What follows belongs to an exercise in optimizing a design on an open flow for small area; a production flow would make more cautious choices. Only simulation tests tie the RTL to the original design; equivalence was not proved. The flow treats the clock pin as an ideal source, which a real chip does not have.

==> inputs of run a <==
==> flow/design.v (excerpt) <==
module Hough(
	input wire			nReset,
	input wire			Clk,
	input wire 	[7:0]	PixelIn,
	input wire			FrameIn,
	input wire			LineIn,
	output reg	[7:0]	PixelOut,
	output reg			FrameOut,
	output reg			LineOut
);
==> module Hough, before the edit <==
module Hough(
	input wire			nReset,
	input wire			Clk,
	input wire 	[7:0]	PixelIn,
	input wire			FrameIn,
	input wire			LineIn,
	output reg	[7:0]	PixelOut,
	output reg			FrameOut,
	output reg			LineOut
);
	localparam N = 105;
	reg [6*N-1:0] line;
	always @(posedge Clk)
		line <= {line[6*N-7:0], PixelIn[7:2]};
	reg [5:0] Wm1;
	reg [7:0] Hm1;
	reg       Hdone;
	wire Hcount = LineIn && !FrameIn && !Hdone;
	always @(posedge Clk or negedge nReset) begin
		if (!nReset) begin
			Hm1   <= 8'd0;
			Hdone <= 1'b0;
		end else begin
			Hm1 <= Hm1 + {7'd0, Hcount};
			if (FrameIn && Hm1 != 8'd0) Hdone <= 1'b1;
		end
	end
	wire [4:0] a = Wm1[5:1];
	wire       b = Wm1[0];
	wire [24:1] sel;
	wire [5:0]  M1, M2;
	genvar g, k;
	generate
		for (g = 1; g <= 24; g = g + 1) begin : dec
			assign sel[g] = (a == g);
		end
		for (k = 0; k < 6; k = k + 1) begin : tap
			wire [24:1] d1, d2;
			for (g = 1; g <= 24; g = g + 1) begin : pos
				assign d1[g] = line[6*(100-2*g) + k];
				assign d2[g] = line[6*(98-4*g) + k];
			end
			Select24 s1 (.d(d1), .s(sel), .y(M1[k]));
			Select24 s2 (.d(d2), .s(sel), .y(M2[k]));
		end
	endgenerate
	reg  [5:0] Q1, P1, P2, Q2a, Q2b, S1, S2;
	wire [5:0] X1 = b ? M1 : Q1;	 
	wire [5:0] X2 = b ? M2 : Q2b;	 
	always @(posedge Clk) begin
		Q1  <= M1;
		P1  <= X1;
		P2  <= P1;	 
		Q2a <= M2;
		Q2b <= Q2a;
		S1  <= X2;	 
		S2  <= S1;	 
	end
	wire [5:0] p0 = line[6*104 +: 6];	 
	wire [5:0] p2 = line[6*102 +: 6];	 
	wire [5:0] dv;
	reg  [5:0] ve;
	reg  [4:0] vd;
	always @(posedge Clk) begin
		ve <= dv;
		vd <= ve[5:1];
	end
	wire [7:0] sum;
	EdgeSum es (.p0(p0), .p2(p2), .X1(X1), .P2(P2), .X2(X2), .S2(S2),
		.ve(ve), .vd(vd), .dv(dv), .sum(sum));
	reg       run;
	reg [5:0] co;
	reg [7:0] ro;
	reg       Lc;		 
	reg       Lr;		 
	reg       q;
	wire [5:0] co1 = co + 6'd1;
	wire [7:0] ro1 = ro + 8'd1;
	wire       E = (co1 == Wm1);	 
	wire       F = (ro1 == Hm1);	 
	wire start = !run && (ro == 8'd104);
	wire roinc = !run || Lc;
	wire roclr = run ? (Lc && Lr) : start;
	always @(posedge Clk or negedge nReset) begin
		if (!nReset) begin
			run <= 1'b0;
			ro  <= 8'd0;
		end else begin
			if (start) run <= 1'b1;
			ro <= roclr ? 8'd0 : ro + {7'd0, roinc};
		end
	end
	always @(posedge Clk) begin
		if (!run) begin
			co <= (LineIn || start) ? 6'd0 : co1;
			if (LineIn) Wm1 <= co;
			Lc <= 1'b0;
			Lr <= 1'b0;
		end else begin
			co <= Lc ? 6'd0 : co1;
			Lc <= !Lc && E;
			if (Lc) Lr <= !Lr && F;
		end
	end
	wire mask = Lc | E | Lr | F;
	always @(posedge Clk) begin
		q        <= (ro == {2'b0, co1});
		FrameOut <= (co == 6'd0) && (ro == 8'd0);
		LineOut  <= (co == 6'd0);
		PixelOut <= q ? 8'hFF : (mask ? 8'h00 : sum);
	end
endmodule
==> flow/config.mk <==
export PLATFORM = sky130hd
export DESIGN_NAME = Hough
export DESIGN_NICKNAME = Hough
export VERILOG_FILES = /design/flow/design.v
export SDC_FILE = /design/flow/constraint.sdc
export NUM_CORES = 8
export LEC_CHECK = 0
export CAP_MARGIN = 20
export CORE_MARGIN = 2
export CORE_UTILIZATION = 45
export SLEW_MARGIN = 20
export SYNTH_HIERARCHICAL = 1
==> flow/constraint.sdc <==
create_clock -name core_clock -period 10.0 [get_ports {Clk}]
set_input_delay 2.0000 -clock core_clock [delete_from_list [all_inputs] [get_ports {Clk}]]
set_output_delay 2.0000 -clock core_clock [all_outputs]
set_load 0.01 [all_outputs]
standard.sh (not shown) runs the stock make flow with config.mk's settings and CLKGATE_MAP_FILE= SYNTH_SCRIPT=/design/flow/synth_recipe.tcl, a recipe that flattens the netlist after the stock synthesis.
==> flow/flow/run.sh <==
#!/bin/bash
# Own layout flow: the standard flow (standard.sh) with a clock tree
# built without dummy loads, small port buffers, and timing-driven
# placement that does not keep its trial buffering.

set -euo pipefail
export CTS_ARGS="-sink_clustering_enable -repair_clock_nets -dont_use_dummy_load -sink_clustering_size 36 -sink_clustering_max_diameter 100 -buf_list sky130_fd_sc_hd__clkbuf_16"
export GPL_KEEP_OVERFLOW=0
export BUFFER_PORTS_ARGS="-buffer_cell sky130_fd_sc_hd__buf_1"
bash standard.sh > standard.log 2>&1
==> inputs of run b, as changes to run a <==
==> flow/flow/run.sh (replaced) <==
#!/bin/bash
# Own layout flow: the standard flow (standard.sh) with a clock tree
# built without dummy loads, small port buffers, and timing-driven
# placement that does not keep its trial buffering.

set -euo pipefail
export CTS_ARGS="-sink_clustering_enable -repair_clock_nets -dont_use_dummy_load -sink_clustering_size 32 -sink_clustering_max_diameter 100 -buf_list sky130_fd_sc_hd__clkbuf_16"
export GPL_KEEP_OVERFLOW=0
export BUFFER_PORTS_ARGS="-buffer_cell sky130_fd_sc_hd__buf_1"
bash standard.sh > standard.log 2>&1
- CORE_UTILIZATION: 45 -> 30
- CTS_BUF_LIST: default -> sky130_fd_sc_hd__clkbuf_16
- CTS_CLUSTER_DIAMETER: default -> 100
- CTS_CLUSTER_SIZE: default -> 30
==> inputs of run c, as changes to run a <==
--- a/flow/design.v
+++ b/flow/design.v
@@ -15,15 +15,14 @@
 	reg [5:0] Wm1;
 	reg [7:0] Hm1;
 	reg       Hdone;
-	wire Hcount = LineIn && !FrameIn && !Hdone;
 	always @(posedge Clk or negedge nReset) begin
 		if (!nReset) begin
 			Hm1   <= 8'd0;
 			Hdone <= 1'b0;
-		end else begin
-			Hm1 <= Hm1 + {7'd0, Hcount};
-			if (FrameIn && Hm1 != 8'd0) Hdone <= 1'b1;
-		end
+		end else if (FrameIn) begin
+			if (Hm1 != 8'd0) Hdone <= 1'b1;
+		end else if (LineIn && !Hdone)
+			Hm1 <= Hm1 + 8'd1;
 	end
 	wire [4:0] a = Wm1[5:1];
 	wire       b = Wm1[0];
@@ -79,16 +78,15 @@
 	wire       E = (co1 == Wm1);	 
 	wire       F = (ro1 == Hm1);	 
 	wire start = !run && (ro == 8'd104);
-	wire roinc = !run || Lc;
-	wire roclr = run ? (Lc && Lr) : start;
 	always @(posedge Clk or negedge nReset) begin
 		if (!nReset) begin
 			run <= 1'b0;
 			ro  <= 8'd0;
-		end else begin
-			if (start) run <= 1'b1;
-			ro <= roclr ? 8'd0 : ro + {7'd0, roinc};
-		end
+		end else if (!run) begin
+			run <= start;
+			ro  <= start ? 8'd0 : ro1;
+		end else if (Lc)
+			ro  <= Lr ? 8'd0 : ro1;
 	end
 	always @(posedge Clk) begin
 		if (!run) begin
==> flow/run.sh (new file) <==
#!/bin/bash
# synth_recipe.tcl (not shown) runs the flow's synth.tcl, then flattens the netlist and writes it again
# the make line also repeats each setting of config.mk as NAME=value (left out here)
make -C /OpenROAD-flow-scripts/flow DESIGN_CONFIG=/design/flow/config.mk WORK_HOME=/design/flow/orfs CLKGATE_MAP_FILE= SYNTH_SCRIPT=/design/flow/synth_recipe.tcl finish
- CORE_UTILIZATION: 45 -> 30
- CTS_BUF_LIST: default -> sky130_fd_sc_hd__clkbuf_16
- CTS_CLUSTER_DIAMETER: default -> 100
- CTS_CLUSTER_SIZE: default -> 30
removed: flow/flow/run.sh
removed: flow/standard.sh
==> inputs of run d, as changes to run a <==
--- a/flow/design.v
+++ b/flow/design.v
@@ -15,15 +15,14 @@
 	reg [5:0] Wm1;
 	reg [7:0] Hm1;
 	reg       Hdone;
-	wire Hcount = LineIn && !FrameIn && !Hdone;
 	always @(posedge Clk or negedge nReset) begin
 		if (!nReset) begin
 			Hm1   <= 8'd0;
 			Hdone <= 1'b0;
-		end else begin
-			Hm1 <= Hm1 + {7'd0, Hcount};
-			if (FrameIn && Hm1 != 8'd0) Hdone <= 1'b1;
-		end
+		end else if (FrameIn) begin
+			if (Hm1 != 8'd0) Hdone <= 1'b1;
+		end else if (LineIn && !Hdone)
+			Hm1 <= Hm1 + 8'd1;
 	end
 	wire [4:0] a = Wm1[5:1];
 	wire       b = Wm1[0];
@@ -79,16 +78,15 @@
 	wire       E = (co1 == Wm1);	 
 	wire       F = (ro1 == Hm1);	 
 	wire start = !run && (ro == 8'd104);
-	wire roinc = !run || Lc;
-	wire roclr = run ? (Lc && Lr) : start;
 	always @(posedge Clk or negedge nReset) begin
 		if (!nReset) begin
 			run <= 1'b0;
 			ro  <= 8'd0;
-		end else begin
-			if (start) run <= 1'b1;
-			ro <= roclr ? 8'd0 : ro + {7'd0, roinc};
-		end
+		end else if (!run) begin
+			run <= start;
+			ro  <= start ? 8'd0 : ro1;
+		end else if (Lc)
+			ro  <= Lr ? 8'd0 : ro1;
 	end
 	always @(posedge Clk) begin
 		if (!run) begin
==> flow/flow/run.sh (replaced) <==
#!/bin/bash
# Own layout flow: the standard flow (standard.sh) with a clock tree
# built without dummy loads, small port buffers, and timing-driven
# placement that does not keep its trial buffering, and gates off the
# critical paths down-sized after global routing (flow/post_grt.tcl).

set -euo pipefail
export CTS_ARGS="-sink_clustering_enable -repair_clock_nets -dont_use_dummy_load -sink_clustering_size 30 -sink_clustering_max_diameter 100 -buf_list sky130_fd_sc_hd__clkbuf_16"
export GPL_KEEP_OVERFLOW=0
export BUFFER_PORTS_ARGS="-buffer_cell sky130_fd_sc_hd__buf_1"
export POST_GLOBAL_ROUTE_TCL="$PWD/flow/post_grt.tcl"
bash standard.sh > standard.log 2>&1
==> flow/flow/post_grt.tcl (new file) <==
# After global routing: down-size gates that are off the critical paths,
# then repair slew and capacitance again and route the changed nets.
global_route -start_incremental
repair_timing -recover_power 100 -verbose
repair_design -slew_margin 20 -cap_margin 20 -verbose
detailed_placement
global_route -end_incremental
estimate_parasitics -global_routing
report_worst_slack
report_check_types -max_slew -max_capacitance -violators
- CORE_UTILIZATION: 45 -> 30
- CTS_BUF_LIST: default -> sky130_fd_sc_hd__clkbuf_16
- CTS_CLUSTER_DIAMETER: default -> 100
- CTS_CLUSTER_SIZE: default -> 30
==> flow_summary_export.csv <==
group,metric,value,unit
run_status,outcome,"finished clean",
synth,syn_area_per_cell,15.8,µm²
min_path,hp-start,"line[452]$_DFF_P_",
setup_path,worst-path-buf-inv,2,
placement,place.gp.congestion,0.801,
grt,grt_max_degree,32,
power_and_ir_drop,clock_power_share,0.287,
cells_and_area,fin_util,0.337,
floorplanning,well_tap_count,837,
power_and_ir_drop,p_clk,1.34,mW
synth,synth.distinct_cells,49,
power_and_ir_drop,irDropWorstVdd,0.133,mV
synth,synth_cells,1193,
[end of results for run c]
==> flow_summary_export.csv <==
group,metric,value,unit
setup_path,worst-path-buf-inv,1,
run_status,outcome,"finished clean",
synth,synth.distinct_cells,49,
grt,grt_max_degree,31,
power_and_ir_drop,irDropWorstVdd,0.137,mV
synth,syn_area_per_cell,15.8,µm²
min_path,hp-start,"line[620]$_DFF_P_",
cells_and_area,fin_util,0.331,
floorplanning,well_tap_count,837,
synth,synth_cells,1193,
power_and_ir_drop,clock_power_share,0.281,
[end of results for run d]
==> flow_summary_export.csv <==
group,metric,value,unit
run_status,outcome,"finished clean",
setup_path,worst-path-buf-inv,1,
min_path,hp-start,"line[1]$_DFF_P_",
synth,syn_area_per_cell,15.9,µm²
placement,place.gp.congestion,0.791,
power_and_ir_drop,irDropWorstVdd,0.119,mV
synth,synth-xor-area-share,0.0302,
synth,synth.distinct_cells,53,
routing,top_layer,"met4",
grt,antenna_found_initial,0,
cells_and_area,fin_util,0.331,
synth,synth_cells,1183,
synth,yosys.area_share.simple,0.0423,
power_and_ir_drop,clock_power_share,0.278,
floorplanning,rows,91,
grt,grt_max_degree,33,
power_and_ir_drop,p_clk,1.27,mW
placement,hpwl,20600,µm
[end of results for run b]
==> flow_summary_export.csv <==
group,metric,value,unit
run_status,outcome,"finished clean",
min_path,hp-start,"line[192]$_DFF_P_",
synth,synth.distinct_cells,53,
power_and_ir_drop,irDropWorstVdd,0.164,mV
grt,grt_max_degree,37,
synth,syn_area_per_cell,15.9,µm²
floorplanning,well_tap_count,532,
cells_and_area,fin_util,0.487,
placement,place.gp.congestion,0.799,
setup_path,worst-path-buf-inv,1,
grt,gr-usage-met1,0.204,
[end of results for run a]

[separate check: timing with driven ports]
Ports are ideal in the flow. The routed layouts listed here were re-timed in OpenROAD. Step 1 (the two cells are an assumption about what drives the block):
set clk [get_ports {Clk}]
set_driving_cell -lib_cell sky130_fd_sc_hd__clkbuf_16 $clk
set_driving_cell -lib_cell sky130_fd_sc_hd__buf_2 [delete_from_list [all_inputs] $clk]
Step 2 times the ports against the registers' clock, not the clock port: input delays grow and output delays shrink by t, the midpoint of the rising clock arrivals with the driver on. Slacks: ideal ports / drivers / drivers and shift; pairs: ideal ports / drivers.
run	t, ns	setup WS [ns]	worst setup path after step 2	latest minus earliest clock arrival (ns)	worst data-port slew with drivers (ns)
run a	0.603	0.604 / 0.604 / 0.604	register to register	0.097 / 0.097	0.03
run b	0.614	0.829 / 0.829 / 0.829	register to register	0.045 / 0.044	0.04
run c	0.655	1.144 / 1.144 / 1.144	register to register	0.032 / 0.032	0.03
run d	0.621	0.800 / 0.800 / 0.800	register to register	0.059 / 0.059	0.03
After both steps setup and hold are still met in every run listed.
